This is an optimization exercise on Yosys and OpenROAD, whose aim is small area and a short achievable clock period, not a production implementation.
The RTL was checked by simulation tests, not by an equivalence proof against the original design.
No driver is modelled on the clock port, so clock power and skew are understated where the tree is cut down; a real chip needs a root buffer or a tree.
Power is estimated from default activity; no workload was simulated.

==> flow/design.v, too long to show whole: its modules and the start of the top module <==
// module booth_mult_top: 15 lines
// module booth_mult: 863 lines
// module mfa: 6 lines
// module mbenc: 7 lines
// module mbpp: 5 lines
// module mha: 6 lines
module booth_mult_top (
  input  wire        clk,
  input  wire [15:0] x,
  input  wire [15:0] y,
  output reg  [31:0] p
);
  // ...
==> flow/flow/run.sh <==
#!/bin/bash
# Standard ORFS layout (standard.sh) with these changes:
# - port buffers of the smallest buffer cell;
# - every combinational cell set to its smallest size before the
#   floorplan's timing repair sizes up what the clock period needs
#   (flow/downsize.tcl);
export BUFFER_PORTS_ARGS="-buffer_cell sky130_fd_sc_hd__buf_1"
export PRE_FLOORPLAN_TCL=$PWD/flow/downsize.tcl
export POST_CTS_TCL=$PWD/flow/skew3.tcl
export SKEW_STAGES="${SKEW_STAGES:-dlygate4sd1_1 dlygate4sd1_1 dlygate4sd1_1 dlygate4sd1_1 dlygate4sd1_1 dlygate4sd1_1 dlygate4sd1_1 dlygate4sd1_1}"
export SKEW_TAPBUF=${SKEW_TAPBUF:-clkbuf_8}
export SKEW_HOLD_MIN=${SKEW_HOLD_MIN:-0.05}
export SKEW_PAD_ALLOW=${SKEW_PAD_ALLOW:-1.0}
export SKEW_PUSH=${SKEW_PUSH:-0.2}
export SKEW_SLACK_GIVE=${SKEW_SLACK_GIVE:-0.05}
export SKEW_PAD_CELL=${SKEW_PAD_CELL:-dlygate4sd3_1}
export SKEW_REGS="${SKEW_REGS:-^p\\\\?\\[}"
bash standard.sh finish > standard.log 2>&1
==> flow/flow/downsize.tcl <==
# Set every combinational cell to the smallest-area cell of its footprint
# (same function); the flow's repair steps then size up what timing needs.
set n 0
foreach inst [get_cells *] {
  set lc [get_lib_cells -of_objects $inst]
  set name [get_name $lc]
  if {![regexp {^(sky130_fd_sc_hd__[a-z0-9]+)_[0-9]+$} $name -> base]} { continue }
  if {[regexp {df|dl|sdf|tap|conb|clkbuf_16|decap|fill} $base]} { continue }
  set best $name
  set best_area [get_property $lc area]
  foreach c [get_lib_cells ${base}_*] {
    set cn [get_name $c]
    if {![regexp "^${base}_\[0-9\]+\$" $cn]} { continue }
    if {[info exists ::env(DONT_USE_CELLS)] && [lsearch -exact $::env(DONT_USE_CELLS) $cn] >= 0} { continue }
    if {[regexp {lpflow|probe} $cn]} { continue }
    set a [get_property $c area]
    if {$a < $best_area} { set best $cn; set best_area $a }
  }
  if {$best ne $name} {
    replace_cell $inst [get_lib_cells $best]
    incr n
  }
}
puts "downsize: replaced $n cells"
==> flow/flow/skew3.tcl <==
set block [ord::get_db_block]
set db [ord::get_db]
set stage_cells $::env(SKEW_STAGES)
set tapbuf $::env(SKEW_TAPBUF)
set regs_re $::env(SKEW_REGS)
set hold_min $::env(SKEW_HOLD_MIN)
set pad_allow $::env(SKEW_PAD_ALLOW)
set pad_cell $::env(SKEW_PAD_CELL)

set clk_port [$block findBTerm clk]
set root_net [$clk_port getNet]

set sinks {}
set sx 0; set sy 0
foreach inst [$block getInsts] {
  if {[regexp $regs_re [$inst getName]]} {
    lappend sinks $inst
    set loc [$inst getLocation]
    set sx [expr {$sx + [lindex $loc 0]}]
    set sy [expr {$sy + [lindex $loc 1]}]
  }
}
set n [llength $sinks]
if {$n == 0} { error "skew: no registers match $regs_re" }
set cx [expr {$sx / $n}]; set cy [expr {$sy / $n}]
set pl [$clk_port getBBox]
set px [expr {([$pl xMin] + [$pl xMax]) / 2}]
set py [expr {([$pl yMin] + [$pl yMax]) / 2}]

proc new_cell {cell name x y in_net} {
  set block [ord::get_db_block]
  set master [[ord::get_db] findMaster sky130_fd_sc_hd__$cell]
  if {$master eq "NULL"} { error "skew: no master $cell" }
  set inst [odb::dbInst_create $block $master $name]
  $inst setLocation [expr {int($x)}] [expr {int($y)}]
  $inst setPlacementStatus PLACED
  [$inst findITerm A] connect $in_net
  set out [odb::dbNet_create $block ${name}_net]
  $out setSigType CLOCK
  [$inst findITerm X] connect $out
  return [list $inst $out]
}

if {[info exists ::env(SKEW_XYBUF)] && $::env(SKEW_XYBUF) ne ""} {
  set ox 0; set oy 0; set others {}
  foreach inst [$block getInsts] {
    if {[lsearch -exact $sinks $inst] >= 0} { continue }
    set ck [$inst findITerm CLK]
    if {$ck eq "NULL"} { continue }
    if {![regexp {df} [[$inst getMaster] getName]]} { continue }
    lappend others $inst
    set loc [$inst getLocation]
    set ox [expr {$ox + [lindex $loc 0]}]; set oy [expr {$oy + [lindex $loc 1]}]
  }
  set no [llength $others]
  lassign [new_cell $::env(SKEW_XYBUF) skew_xy [expr {$ox / $no}] [expr {$oy / $no}] $root_net] xyinst xynet
  foreach inst [concat $others $sinks] {
    set ck [$inst findITerm CLK]
    $ck disconnect
    $ck connect $xynet
  }
  puts "skew: $no registers and the $n product registers moved to one clock buffer"
}
# chain and taps; tap j hangs after j stages
set taps {}
set prev $root_net
set len [llength $stage_cells]
for {set j 0} {$j <= $len} {incr j} {
  if {$j > 0} {
    set f [expr {double($j) / ($len + 1)}]
    lassign [new_cell [lindex $stage_cells [expr {$j - 1}]] skew_dly_$j \
      [expr {$px + ($cx - $px) * $f}] [expr {$py + ($cy - $py) * $f}] $prev] inst prev
  }
  lassign [new_cell $tapbuf skew_tap_$j $cx $cy $prev] tinst tnet
  lappend taps [list $tinst $tnet]
}
detailed_placement
estimate_parasitics -placement

proc reg_slacks {inst} {
  set name [$inst getName]
  set d [get_pins -of_objects [get_cells $name] -filter "direction == input"]
  set dpin ""
  foreach p $d { if {[get_property $p lib_pin_name] eq "D"} { set dpin $p } }
  set qpin ""
  foreach p [get_pins -of_objects [get_cells $name] -filter "direction == output"] { set qpin $p }
  return [list [get_property $dpin slack_max] [get_property $dpin slack_min] [get_property $qpin slack_max]]
}

# slacks of every register at every tap (tap -1: the CTS tree)
array set S {}
foreach inst $sinks {
  set ck [$inst findITerm CLK]
  set orig [$ck getNet]
  set nm [$inst getName]
  set S($nm,nets) [list $orig]
  lassign [reg_slacks $inst] s h o
  set S($nm,vals) [list [list $s $h $o]]
  foreach t $taps {
    lassign $t tinst tnet
    $ck disconnect
    $ck connect $tnet
    estimate_parasitics -placement
    lappend S($nm,nets) $tnet
    lappend S($nm,vals) [list {*}[reg_slacks $inst]]
  }
  $ck disconnect
  $ck connect $orig
}
estimate_parasitics -placement
# the slack every register can reach (hold made up by pads within pad_allow)
set V 1e9
foreach inst $sinks {
  set nm [$inst getName]
  set b -1e9
  foreach v $S($nm,vals) {
    lassign $v s h o
    if {$h >= $hold_min - $pad_allow} { set b [expr {max($b, min($s, $o))}] }
  }
  set V [expr {min($V, $b)}]
}
set V [expr {$V - $::env(SKEW_SLACK_GIVE)}]
puts "skew: slack every register can reach: [format %.3f $V]"
# each register: the clock that balances its input and output slack best
# without pads, if that reaches V; else the one that reaches V with the
# most hold slack (the fewest pads)
foreach inst $sinks {
  set nm [$inst getName]
  set choice -1; set bv -1e9
  set i 0
  foreach v $S($nm,vals) {
    lassign $v s h o
    if {$h >= $hold_min && min($s, $o) > $bv + 0.005} { set bv [expr {min($s, $o)}]; set choice $i }
    incr i
  }
  if {$bv < $V} {
    set choice -1
    set bh -1e9; set i 0
    foreach v $S($nm,vals) {
      lassign $v s h o
      if {min($s, $o) >= $V && $h > $bh} { set bh $h; set choice $i }
      incr i
    }
  }
  if {$choice < 0} { set choice 0 }
  set ck [$inst findITerm CLK]
  $ck disconnect
  $ck connect [lindex $S($nm,nets) $choice]
  lassign [lindex $S($nm,vals) $choice] s h o
  puts "skew: $nm -> [expr {$choice == 0 ? "tree" : "tap [expr {$choice - 1}]"}] setup [format %.3f $s] out [format %.3f $o] hold [format %.3f $h]"
}
estimate_parasitics -placement
# make up missing hold slack on short paths: put a delay cell in front of the
# input pin, on the register's shortest path, that has the most setup slack
set ws [worst_slack -max]
puts "skew: worst setup slack after taps [format %.3f $ws]"
set npad 0
proc dpin_of {inst} {
  foreach p [get_pins -of_objects [get_cells [$inst getName]] -filter "direction == input"] {
    if {[get_property $p lib_pin_name] eq "D"} { return $p }
  }
}
set pad_master [$db findMaster sky130_fd_sc_hd__$pad_cell]
foreach inst $sinks {
  set dpin [dpin_of $inst]
  for {set it 0} {$it < 12} {incr it} {
    set h [get_property $dpin slack_min]
    if {$h >= $hold_min} { break }
    set path [lindex [find_timing_paths -path_delay min -to $dpin -group_path_count 1] 0]
    set cand ""; set cand_s -1e9
    foreach pt [get_property $path points] {
      set pin [get_property $pt pin]
      if {[get_property $pin direction] ne "input"} { continue }
      if {[get_property $pin is_clock]} { continue }
      set sm [get_property $pin slack_max]
      if {$sm > $cand_s + 0.05} { set cand $pin; set cand_s $sm }
    }
    if {$cand eq "" || $cand_s < $ws + 0.6} {
      puts "skew: [$inst getName] hold [format %.3f $h], no pin to pad"
      break
    }
    set iname [get_name [get_cells -of_objects $cand]]
    set pname [get_property $cand lib_pin_name]
    set oinst [$block findInst $iname]
    set it_ [$oinst findITerm $pname]
    set net [$it_ getNet]
    set pi [odb::dbInst_create $block $pad_master skew_pad_$npad]
    set loc [$oinst getLocation]
    $pi setLocation [lindex $loc 0] [lindex $loc 1]
    $pi setPlacementStatus PLACED
    set nn [odb::dbNet_create $block skew_pad_${npad}_net]
    $it_ disconnect
    [$pi findITerm A] connect $net
    [$pi findITerm X] connect $nn
    $it_ connect $nn
    incr npad
    estimate_parasitics -placement
    puts "skew: [$inst getName] hold [format %.3f $h]: pad before $iname/$pname (setup slack [format %.3f $cand_s])"
  }
}
puts "skew: $npad pad cells"
# drop unused taps and chain ends, clock buffers left without loads, and
# the dummy loads CTS hung on the tree it built
set changed 1
while {$changed} {
  set changed 0
  foreach inst [$block getInsts] {
    set mname [[$inst getMaster] getName]
    if {![regexp {clkbuf|dlygate|clkdlybuf|clkinv|bufinv|__inv_|__buf_} $mname]} { continue }
    set outs {}
    foreach it [$inst getITerms] {
      if {[$it isOutputSignal]} { lappend outs $it }
    }
    if {[llength $outs] != 1} { continue }
    set net [[lindex $outs 0] getNet]
    set dead 0
    if {$net eq "NULL"} {
      set dead 1
    } elseif {[llength [$net getITerms]] == 1 && [llength [$net getBTerms]] == 0} {
      set dead 1
    }
    if {!$dead} { continue }
    set onclk 0
    foreach it [$inst getITerms] {
      if {[$it isInputSignal] && [$it getNet] ne "NULL" && [[$it getNet] getSigType] eq "CLOCK"} { set onclk 1 }
    }
    if {!$onclk && ![string match skew_* [$inst getName]]} { continue }
    puts "skew: removing unloaded [$inst getName]"
    odb::dbInst_destroy $inst
    if {$net ne "NULL"} { odb::dbNet_destroy $net }
    set changed 1
  }
}
detailed_placement
estimate_parasitics -placement
report_worst_slack -max
report_worst_slack -min
if {[info exists ::env(SKEW_PUSH)] && $::env(SKEW_PUSH) > 0} {
  # push setup past what the skew reached, with the usual repair moves
  set ws [worst_slack -max]
  repair_timing -setup -setup_margin [expr {$ws + $::env(SKEW_PUSH)}] -skip_last_gasp
  detailed_placement
  estimate_parasitics -placement
  report_worst_slack -max
}
repair_timing_helper
detailed_placement
check_placement -verbose
estimate_parasitics -placement
report_worst_slack -max
report_worst_slack -min
==> flow/standard.sh <==
#!/bin/bash
# synth_recipe.tcl (not shown) runs the flow's synth.tcl, then flattens the netlist and writes it again
# the make line also repeats each setting of config.mk as NAME=value (left out here)
make -C /OpenROAD-flow-scripts/flow DESIGN_CONFIG=/design/flow/config.mk WORK_HOME=/design/flow/orfs CLKGATE_MAP_FILE= SYNTH_SCRIPT=/design/flow/synth_recipe.tcl "${@:-finish}"
==> flow/config.mk <==
export PLATFORM = sky130hd
export DESIGN_NAME = booth_mult_top
export DESIGN_NICKNAME = booth_mult_top
export VERILOG_FILES = /design/flow/design.v
export SDC_FILE = /design/flow/constraint.sdc
export NUM_CORES = 4
export LEC_CHECK = 0
export CAP_MARGIN = 20
export CORE_MARGIN = 2
export CORE_UTILIZATION = 40
export SETUP_SLACK_MARGIN = 3
export SLEW_MARGIN = 20
export SYNTH_HIERARCHICAL = 1
==> flow/constraint.sdc <==
create_clock -name core_clock -period 8.5 [get_ports {clk}]
set_input_delay 1.7000 -clock core_clock [delete_from_list [all_inputs] [get_ports {clk}]]
set_output_delay 1.7000 -clock core_clock [all_outputs]
set_load 0.01 [all_outputs]
==> out/results.txt, run 1 <==
Status: finished clean
Global route total overflow: 0
Setup tns final: 0 ns
Clock network power share: 0.097
GRT Total Usage: 0.2337
Reg2reg start: y_q[15]
Crit Path Category: reg2reg
Final #Nets: 963
Dpl hpwl: 13000 µm
Pint: 2.081 mW
Met3 usage: 0.05051
Storage element area: 1287 µm²
Placer congestion estimate: 0.9035
Max-area cell class: multi-input gates
Comb pwr share: 0.777
Multi-input combinational area share: 0.6698
Clock Power: 385 µW
Reg clk slew, reported paths: 0.12 ns
Die ar.: 18370 µm²
Synth warnings: 7
Number of cells after detailed placement: 945
Pre-CTS WS: 1.686 ns
Hold Path End: p[25]
Slew Viols, Final: 0
Hold depth: 6
Switching Share: 0.4788
Crit-path max FO: 20
==> run 2: changes to the inputs <==
--- a/flow/flow/run.sh
+++ b/flow/flow/run.sh
@@ -13,3 +13,3 @@
 export SKEW_PAD_ALLOW=${SKEW_PAD_ALLOW:-1.0}
-export SKEW_PUSH=${SKEW_PUSH:-0.2}
+export SKEW_BIG_TAP_LOADS=${SKEW_BIG_TAP_LOADS:-10}
 export SKEW_SLACK_GIVE=${SKEW_SLACK_GIVE:-0.05}
--- a/flow/flow/skew3.tcl
+++ b/flow/flow/skew3.tcl
@@ -150,2 +150,12 @@
   puts "skew: $nm -> [expr {$choice == 0 ? "tree" : "tap [expr {$choice - 1}]"}] setup [format %.3f $s] out [format %.3f $o] hold [format %.3f $h]"
+}
+estimate_parasitics -placement
+# a tap buffer that drives many registers gets the largest clock buffer
+foreach t $taps {
+  lassign $t tinst tnet
+  set nl [expr {[llength [$tnet getITerms]] - 1}]
+  if {$nl > $::env(SKEW_BIG_TAP_LOADS)} {
+    $tinst swapMaster [$db findMaster sky130_fd_sc_hd__clkbuf_16]
+    puts "skew: [$tinst getName] drives $nl registers: clkbuf_16"
+  }
 }
--- a/flow/config.mk
+++ b/flow/config.mk
@@ -9,3 +9,4 @@
 export CORE_MARGIN = 2
-export CORE_UTILIZATION = 40
+export CORE_UTILIZATION = 70
+export PLACE_DENSITY = 0.8
 export SETUP_SLACK_MARGIN = 3
==> out/results.txt, run 2 <==
Final antenna-violating net count: 0
Share of cells above drive strength 1: 0.05118
Biggest regs: p x32, x_q x16, y_q x16
Max stage delay on crit path: 0.60 ns
Crit. End Element: flip-flop
Die ar.: 10700 µm² (-42%)
P_leak: 3.100 nW
Chip height: 103.4 µm
Drt total wl: 19300 µm
Final #Nets: 943 (-2.1%)
Setup tns final: 0 ns (unchanged)
Largest net degree at the start of global routing: 25
Slew Viols, Final: 0 (unchanged)
Global route total overflow: 0 (unchanged)
GRT Total Usage: 0.3819 (+0.1482)
Filler Cells Inserted: 588
Ant diodes: 0
Critical Path AT: 6.26 ns
Peak Freq: 0.2188 GHz
Final Util: 0.8205
Pre-CTS WS: 2.272 ns (+0.5862 ns)
Cell row count: 36
Setup repair after global routing missed its margin: no
I/O pin count: 65
Initial Util: 0.7146
Status: finished clean
Buf/Inv on CP: 2
PwrDens: 495.0 nW/µm²
Tcrit/Tclk final: 0.5376
Latest clock arrival within the worst-skew pair: 1.80 ns
Drt drc: 0
Initial antenna violation count: 1
VDD IR max: 0.4570 mV
Synth warnings: 7 (unchanged)
Seq pwr share: 0.128
NetSw: 1.930 mW
Crit path depth: 18
Worst Path Required: 10.19 ns
FF-to-FF path depth: 18
Most flops, register: p
Pint: 2.004 mW (-3.7%)
Most common cell after layout, fill and taps aside: xnor2_1
DR vias/cell: 6.341
Dpl hpwl: 12660 µm (-2.6%)
Slew HR: 0.4411
Reg clk slew, reported paths: 0.07 ns (-0.05 ns)
Crit Path Category: reg2reg
Most frequent CP cell: fa_1
Hold crit path type: reg2reg
Clock sinks: 64
Clock network power share: 0.081 (-0.016)
Switching Share: 0.4905 (+0.01172)
Number of max-cap violations: 0
Most frequent cells in the layout: xnor2_1 (145), a22oi_1 (128), fa_1 (96)
Worst-Margin Slew: 0.8373 ns
First drt pass iteration count: 7
CP delay by family, top: adder cells
CP startpoint kind: flip-flop
Largest register FFs: 32
Final number of setup-violating endpoints: 0
Vias in the first global route: 5792
Hold Vio Cnt, Final: 0
Fin crit period: 4.570 ns
WL per Instance: 21.56 µm
First-pass GRT wire length: 30510 µm
Core box area: 9684 µm²
Crit-path max FO: 23 (+15%)
Comb pwr share: 0.791 (+0.014)
Mapped Cells: 646
Die width: 103.4 µm
Worst path cell trace: dlygate4sd3_1 > buf_4 > nand2b_1 > o22ai_4 > a22oi_1 > xnor2_1 > fa_1 > fa_1 > fa_1 > fa_1 > ha_1 > a21oi_1 > o21ai_1 > a32oi_1 > a21oi_1 > o41ai_2 > o21bai_1 > xor2_1
Post-route setup slack: 3.930 ns
Port buffer count: 64
Slowest CP cell: o41ai_2
Placer congestion estimate: 0.9080 (+0.50%)
Hold depth: 7 (+1)
Initial DRC count: 588
Via Count: 5675
Max Clock Skew: 1.522 ns
-- run 2: layout make-up, clock buffers not listed --
type / count / area, µm² / share of cell area
Buffer: 27 / 297.8 / 0.03747
Inverter: 33 / 123.9 / 0.01559
Multi-Input combinational cell: 545 / 5573 / 0.7013
Sequential cell: 64 / 1285 / 0.1617
Tap cell: 133 / 166.4 / 0.02094
Timing Repair Buffer: 87 / 417.9 / 0.05259
-- run 2: path summary, 6_finish.rpt --
check | slack, ns | start | endpoint
min reg2reg | 0.07 | y_q[13] | p[24]
max | 3.93 | y_q[11] | p[29]
max reg2reg | 3.93 | y_q[11] | p[29]
min | 0.07 | y_q[13] | p[24]
-- run 2: worst min-delay path, cell delays in order, from the launching register on --
cell,delay (ns)
dfxtp_1,0.30
buf_4,0.25
xnor2_1,0.26
fa_1,0.21
fa_1,0.18
ha_1,0.16
nor2_1,0.06
xnor2_1,0.11
-- run 2: metrics by stage --
stage          cells  hold WS [ns]  area, µm²  power (mW)
3_3_place_gp     858        0.8635       7455       3.371
6_report         895       0.07003       7946       3.934
3_5_place_dp     858        0.8930       7468       3.540
5_1_grt          895        0.1259       7946       4.333
2_1_floorplan    651        0.7125       6939       2.837
-- run 2: per-layer routing --
metal / global-route usage / routed length (µm) / vias to the layer above
met5: 0 / 0 / -
met4: 0.1761 / 1042 / 0
met3: 0.06116 / 1554 / 84
met2: 0.6476 / 9444 / 334
met1: 0.4799 / 7255 / 2747
li1: - / - / 2510
-- run 2: power by group through the flow --
| stage | sequential [mW] | clock, mW | combinational, mW |
|---|---|---|---|
| after floorplan | 0.539 | 0 | 2.30 |
| after global placement | 0.504 | 0 | 2.87 |
| after detailed placement | 0.508 | 0 | 3.03 |
| after global routing | 0.513 | 0.328 | 3.49 |
| final | 0.503 | 0.320 | 3.11 |
==> run 3: changes to the inputs <==
--- a/flow/config.mk
+++ b/flow/config.mk
@@ -9,4 +9,3 @@
 export CORE_MARGIN = 2
-export CORE_UTILIZATION = 70
-export PLACE_DENSITY = 0.8
+export CORE_UTILIZATION = 60
 export SETUP_SLACK_MARGIN = 3
==> out/results.txt, run 3 <==
Switching Share: 0.4810 (-0.009536)
Die ar.: 12410 µm² (+16%)
Initial DRC count: 531 (-9.7%)
Setup tns final: 0 ns (unchanged)
Buf/Inv on CP: 1 (-1)
CP startpoint kind: flip-flop
PwrDens: 487.2 nW/µm² (-1.6%)
First-pass GRT wire length: 32570 µm (+6.7%)
Crit Path Category: reg2reg
Max Clock Skew: 1.472 ns (-0.05071 ns)
Pint: 2.082 mW (+3.9%)
Most frequent cells in the layout: xnor2_1 (145), a22oi_1 (128), fa_1 (96)
Largest register FFs: 32 (unchanged)
Vias in the first global route: 6205 (+7.1%)
Worst-Margin Slew: 0.8968 ns (+0.05958 ns)
Peak Freq: 0.2420 GHz (+11%)
WL per Instance: 21.57 µm (about the same)
Final Util: 0.7275 (-0.09309)
CP delay by family, top: adder cells
Hold Vio Cnt, Final: 0 (unchanged)
Drt drc: 0 (unchanged)
Pre-CTS WS: 2.023 ns (-0.2493 ns)
Fin crit period: 4.132 ns (-0.4380 ns)
RR Endpoint: p[29]
Synth warnings: 7 (unchanged)
Biggest regs: p x32, x_q x16, y_q x16
Reg clk slew, reported paths: 0.07 ns (about the same)
I/O pin count: 65 (unchanged)
Final antenna-violating net count: 0 (unchanged)
Most common cell after layout, fill and taps aside: xnor2_1
Global route total overflow: 0 (unchanged)
Crit path from: y_q[9]
Initial antenna violation count: 1 (unchanged)
First drt pass iteration count: 6 (-1)
Latest clock arrival within the worst-skew pair: 1.76 ns (-0.04 ns)
Worst path cell trace: buf_4 > nand2_1 > o22ai_4 > a22oi_1 > xnor2_1 > fa_1 > fa_1 > fa_1 > fa_1 > ha_1 > a21oi_1 > o21ai_1 > a32oi_1 > a21oi_2 > o41ai_4 > o21bai_1 > xor2_1
Core box area: 11320 µm² (+17%)
Post-route setup slack: 4.368 ns (+0.4380 ns)
VDD IR max: 0.6116 mV (+34%)
Dpl cell area: 7473 µm² (about the same)
Status: finished clean
Cell row count: 39 (+8.3%)
Final #Nets: 958 (+1.6%)
Placer congestion estimate: 0.8976 (-1.1%)
Number of max-cap violations: 0 (unchanged)
Critical Path AT: 5.80 ns (-0.46 ns)
Reg2reg start: y_q[9]
NetSw: 1.930 mW (about the same)
Tcrit/Tclk final: 0.4861 (-0.05153)
Seq pwr share: 0.125 (-0.003)
Crit. End Element: flip-flop
Via Count: 5749 (+1.3%)
Initial Util: 0.6113 (-0.1033)
Cell area after layout: 8235 µm² (+3.6%)
DR vias/cell: 6.242 (-1.6%)
Chip height: 111.4 µm (+7.7%)
Worst setup endpoint: p[29]
Mapped Cells: 646 (unchanged)
Crit path depth: 17 (-1)
FF-to-FF path depth: 17 (-1)
Most flops, register: p
Final number of setup-violating endpoints: 0 (unchanged)
Most frequent CP cell: fa_1
Dpl hpwl: 12730 µm (+0.52%)
Worst Path Required: 10.17 ns (-0.02 ns)
Max stage delay on crit path: 0.54 ns (-0.06 ns)
Comb pwr share: 0.769 (-0.022)
Slowest CP cell: fa_1
Setup repair after global routing missed its margin: no
Clock network power share: 0.106 (+0.025)
Internal reg-to-reg setup slack: 4.37 ns (+0.44 ns)
GRT Total Usage: 0.3377 (-0.04426)
P_leak: 3.214 nW (+3.7%)
Clock sinks: 64 (unchanged)
Slew HR: 0.4013 (-0.03978)
Crit-path max FO: 23 (unchanged)
Drt total wl: 19860 µm (+2.9%)
Largest net degree at the start of global routing: 25 (unchanged)
Port buffer count: 64 (unchanged)
Die width: 111.4 µm (+7.7%)
Share of cells above drive strength 1: 0.05534 (+0.004160)
Hold crit path type: reg2reg
Slew Viols, Final: 0 (unchanged)
[run 3: worst reg2reg max path: stages, from the launching register on]
cell	delay, ns
dfxtp_1	0.30
buf_4	0.38
nand2_1	0.18
o22ai_4	0.48
a22oi_1	0.18
xnor2_1	0.20
fa_1	0.47
fa_1	0.47
fa_1	0.54
fa_1	0.41
ha_1	0.36
a21oi_1	0.16
o21ai_1	0.09
a32oi_1	0.29
a21oi_2	0.17
o41ai_4	0.47
o21bai_1	0.13
xor2_1	0.22
[run 3: how the worst min path moves through the flow]
stage	from	cells past startpoint	slack [ns]	to
2_1_floorplan	x_q[0]	2	0.71	p[0]
3_3_place_gp	y_q[1]	3	0.89	p[1]
3_5_place_dp	x_q[0]	1	0.88	p[0]
5_1_grt	y_q[15]	7	0.12	p[24]
6_report	y_q[15]	7	0.07	p[24]
[run 3: stage by stage]
step           total power, mW  instances  hold slack (ns)
5_1_grt                  4.428        921           0.1156
2_1_floorplan            2.837        651           0.7125
6_report                 4.012        921          0.07210
3_5_place_dp             3.514        867           0.8803
3_3_place_gp             3.416        867           0.8888
[run 3: per-layer routing]
metal  global-route usage  wire, µm  up-vias
met5                    0         0        -
met4               0.1720       959        0
met3              0.07403      1521       76
met2               0.5488      9571      271
met1               0.4279      7810     2860
li1                     -         -     2542
[run 3: area by class of cell, clock buffers not listed]
| type | instances | area [µm²] |
|---|---|---|
| multi-input combinational | 545 | 5620 |
| fill | 850 | 3085 |
| sequential | 64 | 1281 |
| buffer | 42 | 447.9 |
| timing repair buffer | 86 | 405.4 |
| tap | 143 | 178.9 |
| inverter | 33 | 123.9 |
| antenna | 1 | 2.502 |
[run 3: power by group through the flow]
stage	sequential, mW	combinational, mW	clock (mW)
floorplan	0.539	2.30	0
global placement	0.502	2.91	0
detailed placement	0.505	3.01	0
global route	0.509	3.48	0.443
finish	0.501	3.09	0.425
==> run 4: changes to the inputs <==
--- a/flow/flow/skew3.tcl
+++ b/flow/flow/skew3.tcl
@@ -173,5 +173,5 @@
 set pad_master [$db findMaster sky130_fd_sc_hd__$pad_cell]
-foreach inst $sinks {
+foreach inst [concat $sinks $sinks] {
   set dpin [dpin_of $inst]
-  for {set it 0} {$it < 12} {incr it} {
+  for {set it 0} {$it < 40} {incr it} {
     set h [get_property $dpin slack_min]
--- a/flow/config.mk
+++ b/flow/config.mk
@@ -9,3 +9,3 @@
 export CORE_MARGIN = 2
-export CORE_UTILIZATION = 60
+export CORE_UTILIZATION = 40
 export SETUP_SLACK_MARGIN = 3
==> out/results.txt, run 4 <==
Core box area: 17120 µm² (+51%)
Die width: 135.5 µm (+22%)
Status: finished clean
Worst Path Required: 10.11 ns (-0.06 ns)
Most common cell after layout, fill and taps aside: xnor2_1
Reg clk slew, reported paths: 0.08 ns (about the same)
Synth warnings: 7 (unchanged)
Cell row count: 48 (+23%)
Initial antenna violation count: 1 (unchanged)
Largest net degree at the start of global routing: 25 (unchanged)
Hold depth: 6 (-1)
Vias in the first global route: 6163 (-0.68%)
Max stage delay on crit path: 0.53 ns (about the same)
First-pass GRT wire length: 32490 µm (-0.25%)
Total power: 3.997 mW (-0.38%)
Most frequent CP cell: fa_1
Initial Util: 0.4043 (-0.2070)
Drt drc: 0 (unchanged)
Chip height: 135.5 µm (+22%)
Initial DRC count: 322 (-39%)
Hold crit path type: reg2reg
PwrDens: 479.1 nW/µm² (-1.7%)
Clock sinks: 64 (unchanged)
Setup tns final: 0 ns (unchanged)
Via Count: 5569 (-3.1%)
First drt pass iteration count: 6 (unchanged)
Final antenna-violating net count: 0 (unchanged)
Largest register FFs: 32 (unchanged)
Most flops, register: p
Placer congestion estimate: 0.9035 (+0.66%)
Cell area after layout: 8343 µm² (+1.3%)
FF-to-FF path depth: 17 (unchanged)
Slowest CP cell: fa_1
Most frequent cells in the layout: xnor2_1 (145), a22oi_1 (128), fa_1 (96)
Final #Nets: 953 (-0.52%)
P_leak: 3.188 nW (-0.80%)
GRT Total Usage: 0.2316 (-0.1061)
Drt total wl: 19730 µm (-0.68%)
Worst-Margin Slew: 0.8961 ns (-0.0007781 ns)
Peak Freq: 0.2472 GHz (+2.1%)
Slew Viols, Final: 0 (unchanged)
Crit-path max FO: 23 (unchanged)
Critical Path AT: 5.66 ns (-0.14 ns)
Slew HR: 0.4018 (+0.0005200)
Global route total overflow: 0 (unchanged)
WL per Instance: 19.77 µm (-8.3%)
Max Clock Skew: 1.426 ns (-0.04516 ns)
Port buffer count: 64 (unchanged)
Tcrit/Tclk final: 0.4760 (-0.01011)
Hold Vio Cnt, Final: 0 (unchanged)
Worst hold slack: 0.1306 ns (+0.05852 ns)
CP startpoint kind: flip-flop
Final number of setup-violating endpoints: 0 (unchanged)
DR vias/cell: 5.580 (-11%)
Die ar.: 18370 µm² (+48%)
VDD IR max: 0.2954 mV (-52%)
Crit Path Category: reg2reg
Worst path cell trace: buf_4 > nand2b_1 > o22ai_4 > a22oi_1 > xnor2_1 > fa_1 > fa_1 > fa_1 > fa_1 > ha_1 > a21oi_1 > o21ai_1 > a32oi_1 > a21oi_2 > o41ai_4 > o21bai_1 > xor2_1
Mapped Cells: 646 (unchanged)
Crit. End Element: flip-flop
Number of max-cap violations: 0 (unchanged)
I/O pin count: 65 (unchanged)
Share of cells above drive strength 1: 0.05052 (-0.004823)
Setup repair after global routing missed its margin: no
Latest clock arrival within the worst-skew pair: 1.72 ns (-0.04 ns)
Dpl hpwl: 13000 µm (+2.1%)
Fin crit period: 4.046 ns (-0.08597 ns)
Biggest regs: p x32, x_q x16, y_q x16
Dpl cell area: 7581 µm² (+1.4%)
[run 4: report_power, final]
group / switching [mW] / leakage (nW) / internal (mW)
Sequential: 0.0471 / 0.540 / 0.456
Clock: 0.177 / 0.151 / 0.218
Combinational: 1.68 / 2.50 / 1.42
Total: 1.91 / 3.19 / 2.09
[run 4: layer usage]
layer,global-route usage,part of all wire,vias to the layer above
li1,-,-,2528
met4,0.09954,0.034,0
met2,0.4033,0.51,240
met1,0.2759,0.38,2752
met5,0,0,-
met3,0.05088,0.077,49
[run 4: worst max-delay path: cells and delay by family (launching register included)]
| family | cells | cell delay [ns] |
|---|---|---|
| adders and majority gates | 5 | 2.23 |
| and+or+nand+nor | 1 | 0.16 |
| buffers and inverters | 1 | 0.40 |
| DFF | 1 | 0.30 |
| AOI/OAI and AO/OA | 8 | 1.85 |
| xor gates and xnor gates | 2 | 0.38 |
[run 4: worst paths after layout]
| path | slack [ns] | from | endpoint |
|---|---|---|---|
| min | 0.13 | y_q[13] | p[25] |
| max | 4.45 | y_q[9] | p[29] |
| min reg2reg | 0.13 | y_q[13] | p[25] |
| max reg2reg | 4.45 | y_q[9] | p[29] |
[run 4: cell type report, clock buffers not listed]
type	instances	area (µm²)
Antenna cell	1	2.502
Buffer	46	488.0
Fill cell	1571	8773
Inverter	33	123.9
Multi-Input combinational cell	545	5667
Sequential cell	64	1285
Tap cell	225	281.5
Timing Repair Buffer	78	345.3
[run 4: per-stage QoR]
stage | setup slack, ns | std cells | util
final | 4.454 | 998 | 0.4874
after detailed placement | 1.686 | 945 | 0.4429
after global placement | 1.836 | 945 | 0.4401
after global routing | 4.228 | 998 | 0.4874
after floorplan | 3.220 | 651 | -
==> run 5: changes to the inputs <==
--- a/flow/flow/run.sh
+++ b/flow/flow/run.sh
@@ -13,3 +13,2 @@
 export SKEW_PAD_ALLOW=${SKEW_PAD_ALLOW:-1.0}
-export SKEW_BIG_TAP_LOADS=${SKEW_BIG_TAP_LOADS:-10}
 export SKEW_SLACK_GIVE=${SKEW_SLACK_GIVE:-0.05}
--- a/flow/flow/skew3.tcl
+++ b/flow/flow/skew3.tcl
@@ -123,8 +123,7 @@
 puts "skew: slack every register can reach: [format %.3f $V]"
-# each register: the clock that balances its input and output slack best
-# without pads, if that reaches V; else the one that reaches V with the
-# most hold slack (the fewest pads)
+# each register: the earliest clock that reaches V without pads, else the
+# one that reaches V with the most hold slack
 foreach inst $sinks {
   set nm [$inst getName]
-  set choice -1; set bv -1e9
+  set choice -1
   set i 0
@@ -132,7 +131,6 @@
     lassign $v s h o
-    if {$h >= $hold_min && min($s, $o) > $bv + 0.005} { set bv [expr {min($s, $o)}]; set choice $i }
+    if {min($s, $o) >= $V && $h >= $hold_min} { set choice $i; break }
     incr i
   }
-  if {$bv < $V} {
-    set choice -1
+  if {$choice < 0} {
     set bh -1e9; set i 0
@@ -150,12 +148,2 @@
   puts "skew: $nm -> [expr {$choice == 0 ? "tree" : "tap [expr {$choice - 1}]"}] setup [format %.3f $s] out [format %.3f $o] hold [format %.3f $h]"
-}
-estimate_parasitics -placement
-# a tap buffer that drives many registers gets the largest clock buffer
-foreach t $taps {
-  lassign $t tinst tnet
-  set nl [expr {[llength [$tnet getITerms]] - 1}]
-  if {$nl > $::env(SKEW_BIG_TAP_LOADS)} {
-    $tinst swapMaster [$db findMaster sky130_fd_sc_hd__clkbuf_16]
-    puts "skew: [$tinst getName] drives $nl registers: clkbuf_16"
-  }
 }
@@ -173,5 +161,5 @@
 set pad_master [$db findMaster sky130_fd_sc_hd__$pad_cell]
-foreach inst [concat $sinks $sinks] {
+foreach inst $sinks {
   set dpin [dpin_of $inst]
-  for {set it 0} {$it < 40} {incr it} {
+  for {set it 0} {$it < 12} {incr it} {
     set h [get_property $dpin slack_min]
@@ -247,10 +235,2 @@
 report_worst_slack -min
-if {[info exists ::env(SKEW_PUSH)] && $::env(SKEW_PUSH) > 0} {
-  # push setup past what the skew reached, with the usual repair moves
-  set ws [worst_slack -max]
-  repair_timing -setup -setup_margin [expr {$ws + $::env(SKEW_PUSH)}] -skip_last_gasp
-  detailed_placement
-  estimate_parasitics -placement
-  report_worst_slack -max
-}
 repair_timing_helper
==> out/results.txt, run 5 <==
Status: finished clean
Worst Hold Launch: y_q[15]
Max stage delay on crit path: 0.53 ns (about the same)
WL per Instance: 19.51 µm (-1.3%)
I/O pin count: 65 (unchanged)
Setup tns final: 0 ns (unchanged)
Slowest CP cell: fa_1
Number of max-cap violations: 0 (unchanged)
Buf/Inv on CP: 1 (unchanged)
Drt drc: 0 (unchanged)
Drt total wl: 19240 µm (-2.5%)
Final number of setup-violating endpoints: 0 (unchanged)
Hold crit path type: reg2reg
Cell row count: 48 (unchanged)
Critical Path AT: 5.47 ns (-0.19 ns)
Most flops, register: p
Slew Viols, Final: 0 (unchanged)
Biggest regs: p x32, x_q x16, y_q x16
Global route total overflow: 0 (unchanged)
Most common cell after layout, fill and taps aside: xnor2_1
Post-route setup slack: 4.383 ns (-0.07098 ns)
VDD IR max: 0.3395 mV (+15%)
Hold Vio Cnt, Final: 0 (unchanged)
Worst path cell trace: buf_4 > nand2_1 > o22ai_4 > a22oi_1 > xnor2_1 > fa_1 > fa_1 > fa_1 > fa_1 > ha_1 > a21oi_1 > o21ai_1 > a32oi_1 > nand2_1 > a311oi_1 > xnor2_1
Dpl hpwl: 13000 µm (unchanged)
Max Clock Skew: 1.384 ns (-0.04250 ns)
Placer congestion estimate: 0.9035 (unchanged)
CP startpoint kind: flip-flop
Final antenna-violating net count: 0 (unchanged)
PwrDens: 479.0 nW/µm² (about the same)
Worst Path Required: 9.85 ns (-0.26 ns)
GRT Total Usage: 0.2262 (-0.005421)
CP delay by family, top: adder cells
Total power: 3.943 mW (-1.4%)
Latest clock arrival within the worst-skew pair: 1.69 ns (-0.03 ns)
Core box area: 17120 µm² (unchanged)
Worst-Margin Slew: 0.9116 ns (+0.01556 ns)
Most frequent CP cell: fa_1
Met1 usage: 0.2781 (+0.002212)
First-pass GRT wire length: 31910 µm (-1.8%)
Fin crit period: 4.117 ns (+0.07098 ns)
Die ar.: 18370 µm² (unchanged)
Largest net degree at the start of global routing: 25 (unchanged)
Most frequent cells in the layout: xnor2_1 (145), a22oi_1 (128), fa_1 (96)
Chip height: 135.5 µm (unchanged)
First drt pass iteration count: 5 (-1)
Busiest grt layer: met2
Vias in the first global route: 5995 (-2.7%)
Crit path from: y_q[9]
Mapped Cells: 646 (unchanged)
P_leak: 3.138 nW (-1.6%)
Reg clk slew, reported paths: 0.08 ns (about the same)
Met2 usage: 0.3864 (-0.01692)
Slew HR: 0.3914 (-0.01039)
Tcrit/Tclk final: 0.4843 (+0.008351)
DR vias/cell: 5.625 (+0.80%)
Synth warnings: 7 (unchanged)
Largest register FFs: 32 (unchanged)
Final #Nets: 942 (-1.2%)
Crit. End Element: flip-flop
Port buffer count: 64 (unchanged)
Crit-path max FO: 23 (unchanged)
Initial DRC count: 303 (-5.9%)
Pre-CTS WS: 1.686 ns (unchanged)
Number of cells after detailed placement: 945 (unchanged)
Reg2reg start: y_q[9]
Crit Path Category: reg2reg
Met3 usage: 0.04938 (-0.001496)
Peak Freq: 0.2429 GHz (-1.7%)
Ant diodes: 0 (-1)
Setup repair after global routing missed its margin: no
Initial antenna violation count: 1 (unchanged)
Initial Util: 0.4043 (unchanged)
Die width: 135.5 µm (unchanged)
Share of cells above drive strength 1: 0.05125 (+0.0007302)
Final Non-Filler Cells: 986 (-1.2%)
Final Util: 0.4808 (-0.006579)
Via Count: 5546 (-0.41%)
Clock sinks: 64 (unchanged)
## run 5: cell types whose count changed in the layout (fill, tap and decap cells not counted)
cell / previous run / this run
diode_2: 1 / 0
dlygate4sd3_1: 35 / 24
## run 5: worst paths after layout
| path | slack (ns) | cells after the start | end |
|---|---|---|---|
| max | 4.38 | 16 | p[25] |
| min | 0.14 | 6 | p[22] |
| max reg2reg | 4.38 | 16 | p[25] |
| min reg2reg | 0.14 | 6 | p[22] |
## run 5: power breakdown
| group | total (mW) | internal (mW) | switching, mW |
|---|---|---|---|
| clock | 0.393 | 0.217 | 0.175 |
| combinational | 3.05 | 1.38 | 1.67 |
| sequential | 0.503 | 0.456 | 0.0468 |
## run 5: worst reg2reg max path, delay by kind of cell (launching register included)
family | cells | cell delay [ns]
DFF | 1 | 0.31
AOI/OAI and AO/OA | 6 | 1.52
xor gates and xnor gates | 2 | 0.37
and+or+nand+nor | 2 | 0.35
buffers and inverters | 1 | 0.40
adders and majority gates | 5 | 2.21
## run 5: final cells by class, clock buffers not listed
class / count / area, µm²
buffer: 34 / 352.8
fill: 1583 / 8886
inverter: 33 / 123.9
multi-input combinational: 545 / 5667
sequential: 64 / 1285
tap: 225 / 281.5
timing repair buffer: 78 / 345.3
## run 5: stage by stage
step                instance area, µm²  hold slack (ns)
finish                            8230           0.1357
global route                      8230           0.1286
detailed placement                7581           0.8102
global placement                  7532           0.8232
floorplan                         6939           0.7125
## run 5: metal layers
layer	part of all wire	vias to the layer above	wire length [µm]
met5	0	-	0
met4	0.036	0	689
met3	0.073	49	1407
met2	0.50	235	9663
met1	0.39	2755	7478
li1	-	2507	-
==> run 6: changes to the inputs <==
--- a/flow/flow/run.sh
+++ b/flow/flow/run.sh
@@ -13,2 +13,3 @@
 export SKEW_PAD_ALLOW=${SKEW_PAD_ALLOW:-1.0}
+export SKEW_BIG_TAP_LOADS=${SKEW_BIG_TAP_LOADS:-10}
 export SKEW_SLACK_GIVE=${SKEW_SLACK_GIVE:-0.05}
--- a/flow/flow/skew3.tcl
+++ b/flow/flow/skew3.tcl
@@ -123,7 +123,8 @@
 puts "skew: slack every register can reach: [format %.3f $V]"
-# each register: the earliest clock that reaches V without pads, else the
-# one that reaches V with the most hold slack
+# each register: the clock that balances its input and output slack best
+# without pads, if that reaches V; else the one that reaches V with the
+# most hold slack (the fewest pads)
 foreach inst $sinks {
   set nm [$inst getName]
-  set choice -1
+  set choice -1; set bv -1e9
   set i 0
@@ -131,6 +132,7 @@
     lassign $v s h o
-    if {min($s, $o) >= $V && $h >= $hold_min} { set choice $i; break }
+    if {$h >= $hold_min && min($s, $o) > $bv + 0.005} { set bv [expr {min($s, $o)}]; set choice $i }
     incr i
   }
-  if {$choice < 0} {
+  if {$bv < $V} {
+    set choice -1
     set bh -1e9; set i 0
@@ -150,2 +152,12 @@
 estimate_parasitics -placement
+# a tap buffer that drives many registers gets the largest clock buffer
+foreach t $taps {
+  lassign $t tinst tnet
+  set nl [expr {[llength [$tnet getITerms]] - 1}]
+  if {$nl > $::env(SKEW_BIG_TAP_LOADS)} {
+    $tinst swapMaster [$db findMaster sky130_fd_sc_hd__clkbuf_16]
+    puts "skew: [$tinst getName] drives $nl registers: clkbuf_16"
+  }
+}
+estimate_parasitics -placement
 # make up missing hold slack on short paths: put a delay cell in front of the
@@ -155,2 +167,3 @@
 set npad 0
+set ws [worst_slack -max]
 proc dpin_of {inst} {
@@ -160,40 +173,46 @@
 }
+proc pad_all {} {
+  global sinks hold_min block db pad_cell npad ws pad_master
+  set pad_master [$db findMaster sky130_fd_sc_hd__$pad_cell]
+  foreach inst [concat $sinks $sinks] {
+    set dpin [dpin_of $inst]
+    for {set it 0} {$it < 40} {incr it} {
+      set h [get_property $dpin slack_min]
+      if {$h >= $hold_min} { break }
+      set path [lindex [find_timing_paths -path_delay min -to $dpin -group_path_count 1] 0]
+      set cand ""; set cand_s -1e9
+      foreach pt [get_property $path points] {
+        set pin [get_property $pt pin]
+        if {[get_property $pin direction] ne "input"} { continue }
+        if {[get_property $pin is_clock]} { continue }
+        set sm [get_property $pin slack_max]
+        if {$sm > $cand_s + 0.05} { set cand $pin; set cand_s $sm }
+      }
+      if {$cand eq "" || $cand_s < $ws + 0.6} {
+        puts "skew: [$inst getName] hold [format %.3f $h], no pin to pad"
+        break
+      }
+      set iname [get_name [get_cells -of_objects $cand]]
+      set pname [get_property $cand lib_pin_name]
+      set oinst [$block findInst $iname]
+      set it_ [$oinst findITerm $pname]
+      set net [$it_ getNet]
+      set pi [odb::dbInst_create $block $pad_master skew_pad_$npad]
+      set loc [$oinst getLocation]
+      $pi setLocation [lindex $loc 0] [lindex $loc 1]
+      $pi setPlacementStatus PLACED
+      set nn [odb::dbNet_create $block skew_pad_${npad}_net]
+      $it_ disconnect
+      [$pi findITerm A] connect $net
+      [$pi findITerm X] connect $nn
+      $it_ connect $nn
+      incr npad
+      estimate_parasitics -placement
+      puts "skew: [$inst getName] hold [format %.3f $h]: pad before $iname/$pname (setup slack [format %.3f $cand_s])"
+    }
+  }
+
+}
 set pad_master [$db findMaster sky130_fd_sc_hd__$pad_cell]
-foreach inst $sinks {
-  set dpin [dpin_of $inst]
-  for {set it 0} {$it < 12} {incr it} {
-    set h [get_property $dpin slack_min]
-    if {$h >= $hold_min} { break }
-    set path [lindex [find_timing_paths -path_delay min -to $dpin -group_path_count 1] 0]
-    set cand ""; set cand_s -1e9
-    foreach pt [get_property $path points] {
-      set pin [get_property $pt pin]
-      if {[get_property $pin direction] ne "input"} { continue }
-      if {[get_property $pin is_clock]} { continue }
-      set sm [get_property $pin slack_max]
-      if {$sm > $cand_s + 0.05} { set cand $pin; set cand_s $sm }
-    }
-    if {$cand eq "" || $cand_s < $ws + 0.6} {
-      puts "skew: [$inst getName] hold [format %.3f $h], no pin to pad"
-      break
-    }
-    set iname [get_name [get_cells -of_objects $cand]]
-    set pname [get_property $cand lib_pin_name]
-    set oinst [$block findInst $iname]
-    set it_ [$oinst findITerm $pname]
-    set net [$it_ getNet]
-    set pi [odb::dbInst_create $block $pad_master skew_pad_$npad]
-    set loc [$oinst getLocation]
-    $pi setLocation [lindex $loc 0] [lindex $loc 1]
-    $pi setPlacementStatus PLACED
-    set nn [odb::dbNet_create $block skew_pad_${npad}_net]
-    $it_ disconnect
-    [$pi findITerm A] connect $net
-    [$pi findITerm X] connect $nn
-    $it_ connect $nn
-    incr npad
-    estimate_parasitics -placement
-    puts "skew: [$inst getName] hold [format %.3f $h]: pad before $iname/$pname (setup slack [format %.3f $cand_s])"
-  }
-}
+pad_all
 puts "skew: $npad pad cells"
@@ -233,4 +252,16 @@
 estimate_parasitics -placement
+pad_all
+detailed_placement
+estimate_parasitics -placement
+puts "skew: $npad pad cells after the second pass"
 report_worst_slack -max
 report_worst_slack -min
+if {[info exists ::env(SKEW_PUSH)] && $::env(SKEW_PUSH) > 0} {
+  # push setup past what the skew reached, with the usual repair moves
+  set ws [worst_slack -max]
+  repair_timing -setup -setup_margin [expr {$ws + $::env(SKEW_PUSH)}] -skip_last_gasp
+  detailed_placement
+  estimate_parasitics -placement
+  report_worst_slack -max
+}
 repair_timing_helper
==> out/results.txt, run 6 <==
Status: stopped before the end
Failed at: clock tree synthesis (4_1_cts)
Err: Error: cts.tcl, 90 can't read "db": no such variable
Synth warnings: 7 (unchanged)
I/O pin count: 65 (unchanged)
Cell row count: 48 (unchanged)
Mapped Cells: 646 (unchanged)
Placer congestion estimate: 0.9035 (unchanged)
Initial Util: 0.4043 (unchanged)
Dpl hpwl: 13000 µm (unchanged)
Chip height: 135.5 µm (unchanged)
Port buffer count: 64 (unchanged)
Die width: 135.5 µm (unchanged)
Dpl cell area: 7581 µm² (unchanged)
==> run 6: power groups by stage <==
| stage | clock, mW | combinational [mW] | sequential [mW] |
|---|---|---|---|
| detailed placement | 0 | 3.03 | 0.508 |
| global placement | 0 | 2.97 | 0.509 |
| floorplan | 0 | 2.30 | 0.539 |
==> run 6: worst max path at each step <==
stage                       from  endpoint  slack [ns]  depth (start not counted)
after floorplan           y_q[9]     p[29]        3.22                         15
after global placement    y_q[1]     p[29]        1.84                         19
after detailed placement  y_q[1]     p[29]        1.69                         19
==> run 6: metrics by stage <==
| step | setup slack, ns | power (mW) | cells | hold WS [ns] |
|---|---|---|---|---|
| after global placement | 1.836 | 3.479 | 945 | 0.8232 |
| after floorplan | 3.220 | 2.837 | 651 | 0.7125 |
| after detailed placement | 1.686 | 3.540 | 945 | 0.8102 |
==> run 7: changes to the inputs <==
--- a/flow/flow/skew3.tcl
+++ b/flow/flow/skew3.tcl
@@ -173,5 +173,5 @@
 }
-proc pad_all {} {
-  global sinks hold_min block db pad_cell npad ws pad_master
-  set pad_master [$db findMaster sky130_fd_sc_hd__$pad_cell]
+proc pad_all {sinks hold_min pad_master npadvar ws} {
+  upvar 1 $npadvar npad
+  set block [ord::get_db_block]
   foreach inst [concat $sinks $sinks] {
@@ -216,3 +216,3 @@
 set pad_master [$db findMaster sky130_fd_sc_hd__$pad_cell]
-pad_all
+pad_all $sinks $hold_min $pad_master npad $ws
 puts "skew: $npad pad cells"
@@ -252,3 +252,3 @@
 estimate_parasitics -placement
-pad_all
+pad_all $sinks $hold_min $pad_master npad $ws
 detailed_placement
==> out/results.txt, run 7 <==
Status: finished clean
Highest Signal Layer: met4
Number of max-cap violations: 0
Latest clock arrival within the worst-skew pair: 1.73 ns
PwrDens: 477.3 nW/µm²
P_leak: 3.205 nW
Final #Nets: 957
Met3 WL: 1382 µm
Largest register FFs: 32
Initial antenna violation count: 1
Drt total wl: 19910 µm
Mapped Cells: 646 (unchanged)
Most common cell after layout, fill and taps aside: xnor2_1
Most flops, register: p
Max Clock Skew: 1.435 ns
Slew HR: 0.3879
Dpl hpwl: 13000 µm (unchanged)
Crit-path max FO: 23
Initial DRC count: 284
Share of cells above drive strength 1: 0.05026
Synth warnings: 7 (unchanged)
I/O pin count: 65 (unchanged)
Critical Path AT: 5.70 ns
Setup repair after global routing missed its margin: no
Port buffer count: 64 (unchanged)
Placer congestion estimate: 0.9035 (unchanged)
Slew Viols, Final: 0
Initial Util: 0.4043 (unchanged)
Biggest regs: p x32, x_q x16, y_q x16
Drt drc: 0
GRT Total Usage: 0.2324
Final Util: 0.4898
Setup tns final: 0 ns
Crit Path Category: reg2reg
Hold Vio Cnt, Final: 0
Chip height: 135.5 µm (unchanged)
Worst Path Required: 10.12 ns
Core box area: 17120 µm²
Reg clk slew, reported paths: 0.08 ns
Filler Cells Inserted: 1567
Hold crit path type: reg2reg
Fin crit period: 4.076 ns
Via Count: 5612
Total power: 4.001 mW
First drt pass iteration count: 6
DR WL met2: 10080 µm
Largest net degree at the start of global routing: 25
Tcrit/Tclk final: 0.4795
Metal1 wirelength: 7710 µm
Most frequent cells in the layout: xnor2_1 (145), a22oi_1 (128), fa_1 (96)
Clock sinks: 64
Internal reg-to-reg setup slack: 4.42 ns
Cell row count: 48 (unchanged)
Vias in the first global route: 6176
WL per Instance: 19.87 µm
DR vias/cell: 5.601
Worst-Margin Slew: 0.9169 ns
Die ar.: 18370 µm²
VDD IR max: 0.2966 mV
Final number of setup-violating endpoints: 0
Final antenna-violating net count: 0
Crit. End Element: flip-flop
Global route total overflow: 0
Die width: 135.5 µm (unchanged)
First-pass GRT wire length: 32600 µm
CP startpoint kind: flip-flop
Peak Freq: 0.2454 GHz
## run 7: per-layer routing
metal,vias up,global-route usage
met2,232,0.4027
met1,2785,0.2790
met4,0,0.09896
met3,59,0.05088
li1,2536,-
met5,-,0
## run 7: worst paths after layout
kind | start | endpoint | cells after the start
setup / recovery | y_q[9] | p[29] | 17
hold / removal | y_q[13] | p[23] | 6
setup reg to reg | y_q[9] | p[29] | 17
hold reg to reg | y_q[13] | p[23] | 6
## run 7: where the power goes
part	total [mW]	switching, mW	internal, mW	leakage [nW]
Combinational	3.10	1.68	1.42	2.51
Clock	0.394	0.176	0.218	0.151
Sequential	0.503	0.0473	0.456	0.540
## run 7: area by class of cell, clock buffers not listed
cell class	count	area, µm²	share of cell area
antenna	1	2.502	0.0002985
buffer	50	528.0	0.06299
inverter	33	123.9	0.01478
multi-input combinational	545	5667	0.6760
sequential	64	1285	0.1533
tap	225	281.5	0.03358
timing repair buffer	78	345.3	0.04119
## run 7: through the flow
stage | setup WS, ns | hold WS, ns | std cells | area, µm²
detailed placement | 1.686 | 0.8102 | 945 | 7581
global placement | 1.836 | 0.8232 | 945 | 7532
global route | 4.228 | 0.1507 | 1002 | 8383
floorplan | 3.220 | 0.7125 | 651 | 6939
finish | 4.424 | 0.1571 | 1002 | 8383
## run 7: critical path: stages (launching register included)
cell and delay (ns):
dfxtp_1 0.30, buf_4 0.41, nand2b_1 0.16, o22ai_4 0.48, a22oi_1 0.16, xnor2_1 0.24
fa_1 0.51, fa_1 0.43, fa_1 0.53, fa_1 0.41, ha_1 0.35, a21oi_1 0.15
o21ai_1 0.10, a32oi_1 0.28, a21oi_2 0.15, o41ai_4 0.43, o21bai_1 0.12, xor2_1 0.15
==> run 8: changes to the inputs <==
--- a/flow/flow/run.sh
+++ b/flow/flow/run.sh
@@ -9,3 +9,3 @@
 export POST_CTS_TCL=$PWD/flow/skew3.tcl
-export SKEW_STAGES="${SKEW_STAGES:-dlygate4sd1_1 dlygate4sd1_1 dlygate4sd1_1 dlygate4sd1_1 dlygate4sd1_1 dlygate4sd1_1 dlygate4sd1_1 dlygate4sd1_1}"
+export SKEW_STAGES="${SKEW_STAGES:-clkbuf_1 clkbuf_1 clkbuf_1 clkbuf_1 clkbuf_1 clkbuf_1 clkbuf_1 clkbuf_1 clkbuf_1 clkbuf_1 clkbuf_1 clkbuf_1 clkbuf_1 clkbuf_1 clkbuf_1 clkbuf_1 clkbuf_1 clkbuf_1}"
 export SKEW_TAPBUF=${SKEW_TAPBUF:-clkbuf_8}
==> out/results.txt, run 8 <==
Largest register FFs: 32 (unchanged)
GRT Total Usage: 0.2324 (about the same)
Status: finished clean
Worst Path Required: 10.06 ns (-0.06 ns)
Synth warnings: 7 (unchanged)
Die ar.: 18370 µm² (unchanged)
Dpl hpwl: 13000 µm (unchanged)
Crit. End Element: flip-flop
Filler Cells Inserted: 1593 (+1.7%)
Number of cells after detailed placement: 945 (unchanged)
Fin crit period: 4.105 ns (+0.02935 ns)
Hold Vio Cnt, Final: 0 (unchanged)
Crit path from: y_q[9]
DR vias/cell: 5.618 (+0.31%)
First-pass GRT wire length: 32460 µm (-0.44%)
Slew HR: 0.3956 (+0.007706)
First drt pass iteration count: 7 (+1)
Max Clock Skew: 1.484 ns (+0.04907 ns)
Chip height: 135.5 µm (unchanged)
CP startpoint kind: flip-flop
Final antenna-violating net count: 0 (unchanged)
Core box area: 17120 µm² (unchanged)
Hold crit path type: reg2reg
Drt drc: 0 (unchanged)
Cell row count: 48 (unchanged)
Final number of setup-violating endpoints: 0 (unchanged)
Setup tns final: 0 ns (unchanged)
Initial DRC count: 310 (+9.2%)
Biggest regs: p x32, x_q x16, y_q x16
Slew Viols, Final: 0 (unchanged)
Worst setup endpoint: p[31]
Tcrit/Tclk final: 0.4830 (+0.003453)
Largest net degree at the start of global routing: 25 (unchanged)
Critical Path AT: 5.67 ns (-0.03 ns)
Worst-Margin Slew: 0.9054 ns (-0.01154 ns)
Reg clk slew, reported paths: 0.08 ns (about the same)
Via Count: 5528 (-1.5%)
Latest clock arrival within the worst-skew pair: 1.78 ns (+0.05 ns)
Storage element area: 1285 µm² (unchanged)
I/O pin count: 65 (unchanged)
Setup repair after global routing missed its margin: no
Crit-path max FO: 23 (unchanged)
Mapped Cells: 646 (unchanged)
RR Endpoint: p[31]
VDD IR max: 0.4115 mV (+39%)
Reg2reg start: y_q[9]
Initial antenna violation count: 0 (-1)
Most common cell after layout, fill and taps aside: xnor2_1
Initial Util: 0.4043 (unchanged)
Ant diodes: 0 (-1)
Number of max-cap violations: 0 (unchanged)
Drt total wl: 19970 µm (+0.34%)
Placer congestion estimate: 0.9035 (unchanged)
Port buffer count: 64 (unchanged)
P_leak: 3.104 nW (-3.1%)
PwrDens: 488.9 nW/µm² (+2.4%)
Final #Nets: 940 (-1.8%)
FF-to-FF path depth: 17 (unchanged)
Most flops, register: p
Global route total overflow: 0 (unchanged)
Area occupied by multi-input gates: 5667 µm² (unchanged)
Crit Path Category: reg2reg
Clock sinks: 64 (unchanged)
Die width: 135.5 µm (unchanged)
Share of cells above drive strength 1: 0.05270 (+0.002443)
Peak Freq: 0.2436 GHz (-0.71%)
Final Non-Filler Cells: 984 (-1.8%)
Vias in the first global route: 6035 (-2.3%)
Most frequent cells in the layout: xnor2_1 (145), a22oi_1 (128), fa_1 (96)
WL per Instance: 20.30 µm (+2.2%)
Internal reg-to-reg setup slack: 4.39 ns (-0.03 ns)
==> run 8: final cells by class, clock buffers not listed <==
| type | instances | share of cell area |
|---|---|---|
| Sequential cell | 64 | 0.1570 |
| Inverter | 33 | 0.01514 |
| Tap cell | 225 | 0.03440 |
| Buffer | 33 | 0.04037 |
| Multi-Input combinational cell | 545 | 0.6925 |
| Timing Repair Buffer | 78 | 0.04220 |
==> run 8: how the worst min path moves through the flow <==
stage | end | from | slack [ns] | depth (start not counted)
after floorplan | p[0] | x_q[0] | 0.71 | 2
after global placement | p[0] | x_q[0] | 0.82 | 1
after detailed placement | p[0] | x_q[0] | 0.81 | 1
after global routing | p[22] | y_q[15] | 0.12 | 7
final | p[13] | y_q[1] | 0.17 | 5
==> run 8: stage by stage <==
step / setup WS (ns) / power, mW / hold slack, ns / cell area, µm² / utilization
2_1_floorplan: 3.220 / 2.837 / 0.7125 / 6939 / -
3_3_place_gp: 1.836 / 3.479 / 0.8232 / 7532 / 0.4401
3_5_place_dp: 1.686 / 3.540 / 0.8102 / 7581 / 0.4429
5_1_grt: 4.216 / 4.498 / 0.1159 / 8183 / 0.4781
6_report: 4.395 / 4.001 / 0.1683 / 8183 / 0.4781
==> run 8: critical path: stages (launching register included) <==
cell and delay [ns]:
dfxtp_1 0.30, buf_4 0.40, nand2b_1 0.16, o22ai_4 0.48, a22oi_1 0.16, xnor2_1 0.23, fa_1 0.52, fa_1 0.46
fa_1 0.43, fa_1 0.46, ha_1 0.35, a21oi_1 0.15, o21ai_1 0.10, a32oi_1 0.28, a21oi_2 0.16, o41ai_4 0.43
nand2_1 0.10, a21oi_1 0.15
==> run 8: report_power, final <==
| part | switching [mW] | total [mW] | internal (mW) |
|---|---|---|---|
| clock network | 0.201 | 0.417 | 0.217 |
| logic | 1.69 | 3.08 | 1.39 |
| registers | 0.0469 | 0.503 | 0.456 |
==> run 8: per-layer routing <==
layer	share of wire	global-route usage	wire, µm	up-vias
met2	0.51	0.4021	10150	223
met3	0.069	0.05537	1382	57
li1	-	-	-	2500
met1	0.38	0.2777	7687	2748
met5	0	0	0	-
met4	0.037	0.09606	747	0
==> run 9: changes to the inputs <==
--- a/flow/config.mk
+++ b/flow/config.mk
@@ -10,3 +10,3 @@
 export CORE_UTILIZATION = 40
-export SETUP_SLACK_MARGIN = 3
+export SETUP_SLACK_MARGIN = 2.5
 export SLEW_MARGIN = 20
==> out/results.txt, run 9 <==
Worst-Margin Slew: 0.9535 ns (+0.04815 ns)
Port buffer count: 64 (unchanged)
Worst hold slack: 0.2217 ns (+0.05339 ns)
Reg clk slew, reported paths: 0.07 ns (about the same)
Storage element area: 1282 µm² (-0.19%)
Drt total wl: 20900 µm (+4.7%)
Chip height: 135.5 µm (unchanged)
Initial Util: 0.4043 (unchanged)
Final #Nets: 973 (+3.5%)
Crit Path Category: reg2reg
Largest register FFs: 32 (unchanged)
Largest net degree at the start of global routing: 25 (unchanged)
Number of cells after detailed placement: 945 (unchanged)
Worst path cell trace: nand2b_1 > o22ai_2 > a22oi_1 > xnor2_1 > ha_1 > inv_1 > fa_1 > inv_1 > fa_1 > fa_1 > fa_1 > fa_1 > a211oi_1 > o211ai_1 > nand4_1 > a21oi_1 > o41ai_2 > o21bai_1 > xor2_1
Most common cell after layout, fill and taps aside: xnor2_1
Clock sinks: 64 (unchanged)
Setup tns final: 0 ns (unchanged)
Global route total overflow: 0 (unchanged)
Most frequent CP cell: fa_1
WL per Instance: 20.55 µm (+1.3%)
Most frequent cells in the layout: xnor2_1 (145), a22oi_1 (128), fa_1 (96)
Slew HR: 0.3638 (-0.03181)
Buf/Inv on CP: 2 (+1)
Cell row count: 48 (unchanged)
Slowest CP cell: dfxtp_2
Final antenna-violating net count: 0 (unchanged)
Biggest regs: p x32, x_q x16, y_q x16
Fin crit period: 4.425 ns (+0.3202 ns)
Initial DRC count: 380 (+23%)
Mapped Cells: 646 (unchanged)
Hold crit path type: reg2reg
Total power: 4.154 mW (+3.8%)
Tcrit/Tclk final: 0.5206 (+0.03767)
Core box area: 17120 µm² (unchanged)
VDD IR max: 0.3798 mV (-7.7%)
Final Util: 0.4916 (+0.01352)
P_leak: 3.239 nW (+4.4%)
Hold Vio Cnt, Final: 0 (unchanged)
Initial antenna violation count: 0 (unchanged)
Filler Cells Inserted: 1552 (-2.6%)
First drt pass iteration count: 5 (-2)
Post-route setup slack: 4.075 ns (-0.3202 ns)
CP delay by family, top: compound AO/OA/AOI/OAI gates
CP startpoint kind: flip-flop
Dpl hpwl: 13000 µm (unchanged)
Worst Path Required: 10.18 ns (+0.12 ns)
Ant diodes: 0 (unchanged)
Area occupied by multi-input gates: 5570 µm² (-1.7%)
Most flops, register: p
Die width: 135.5 µm (unchanged)
Number of max-cap violations: 0 (unchanged)
Synth warnings: 7 (unchanged)
Drt drc: 0 (unchanged)
Critical Path AT: 6.11 ns (+0.44 ns)
I/O pin count: 65 (unchanged)
Max stage delay on crit path: 0.68 ns (+0.16 ns)
Die ar.: 18370 µm² (unchanged)
Max Clock Skew: 1.498 ns (+0.01378 ns)
Setup repair after global routing missed its margin: no
Share of cells above drive strength 1: 0.04798 (-0.004721)
Slew Viols, Final: 0 (unchanged)
First-pass GRT wire length: 33860 µm (+4.3%)
Crit. End Element: flip-flop
GRT Total Usage: 0.2428 (+0.01046)
Via Count: 5753 (+4.1%)
Dpl cell area: 7581 µm² (unchanged)
Peak Freq: 0.2260 GHz (-7.2%)
Placer congestion estimate: 0.9035 (unchanged)
Crit-path max FO: 21 (-8.7%)
Vias in the first global route: 6240 (+3.4%)
Pre-CTS WS: 1.686 ns (unchanged)
PwrDens: 493.7 nW/µm² (+0.97%)
DR vias/cell: 5.657 (+0.69%)
Latest clock arrival within the worst-skew pair: 1.79 ns (about the same)
Final number of setup-violating endpoints: 0 (unchanged)
Cell area after layout: 8414 µm² (+2.8%)
Final Non-Filler Cells: 1017 (+3.4%)
Status: finished clean
## run 9: routing by layer
| layer | part of all wire | global-route usage | vias to the layer above |
|---|---|---|---|
| li1 | - | - | 2569 |
| met1 | 0.37 | 0.2881 | 2835 |
| met2 | 0.50 | 0.4146 | 284 |
| met3 | 0.086 | 0.05836 | 65 |
| met4 | 0.046 | 0.1163 | 0 |
| met5 | 0 | 0 | - |
## run 9: final cells by class, clock buffers not listed
class	count	share of cell area
Timing Repair Buffer	78	0.04104
Inverter	33	0.01472
Sequential cell	64	0.1524
Buffer	66	0.07851
Tap cell	225	0.03346
Multi-Input combinational cell	545	0.6620
## run 9: final timing paths
check | start | to | slack [ns] | depth (start not counted)
worst max-delay path | y_q[1] | p[29] | 4.07 | 19
worst max register to register | y_q[1] | p[29] | 4.07 | 19
worst min-delay path | y_q[13] | p[19] | 0.22 | 7
worst min register to register | y_q[13] | p[19] | 0.22 | 7
## run 9: worst register-to-register path, delay by kind of cell, from the launching register on
family	cells	cell delay, ns
simple gates	2	0.31
xor+xnor	2	0.34
buf+inv	2	0.14
compound gates	7	2.21
flops	1	0.68
fa+ha+maj	6	2.12
## run 9: where the power goes
part           internal [mW]  switching (mW)
sequential             0.456          0.0463
combinational           1.52            1.71
clock                  0.217           0.205
total                   2.19            1.96

==> separate check: timing with driven ports <==
The flow's constraints put no driver on any port. The routed layouts listed below were extracted and timed again, unchanged, in two steps. Step 1 (the two cells are an assumption about what drives the block):
set clk [get_ports {clk}]
set_driving_cell -lib_cell sky130_fd_sc_hd__clkbuf_16 $clk
set_driving_cell -lib_cell sky130_fd_sc_hd__buf_2 [delete_from_list [all_inputs] $clk]
Step 2, shift: input delay + t, output delay - t, t = (earliest + latest rising clock arrival at the registers) / 2. This alone moves slack from input paths to output paths. a / b / c = no drivers / after step 1 / after step 2; a / b = the first two.
run	t, ns	setup WS [ns]	worst setup path at the end	clock arrival spread, ns	worst register clock-pin slew, ns	pins driven straight from the clock port
run 1	0.981	4.293 / 4.293 / 4.293	register to register	1.622 / 1.622	0.12 / 0.12	3
run 2	1.004	3.930 / 3.930 / 3.930	register to register	1.679 / 1.679	0.09 / 0.09	3
run 3	0.995	4.368 / 4.368 / 4.368	register to register	1.639 / 1.639	0.10 / 0.10	3
run 4	0.971	4.454 / 4.454 / 4.454	register to register	1.606 / 1.607	0.08 / 0.08	3
run 5	1.042	4.383 / 4.383 / 4.383	register to register	1.387 / 1.388	0.08 / 0.08	2
run 7	0.974	4.424 / 4.424 / 4.424	register to register	1.614 / 1.613	0.08 / 0.08	3
run 8	1.002	4.395 / 4.395 / 4.395	register to register	1.659 / 1.659	0.08 / 0.08	3
run 9	1.008	4.075 / 4.075 / 4.075	register to register	1.671 / 1.671	0.10 / 0.10	3
Clock arrivals are far apart in every run listed, so t is only a midpoint there and step 2 fits no single register.
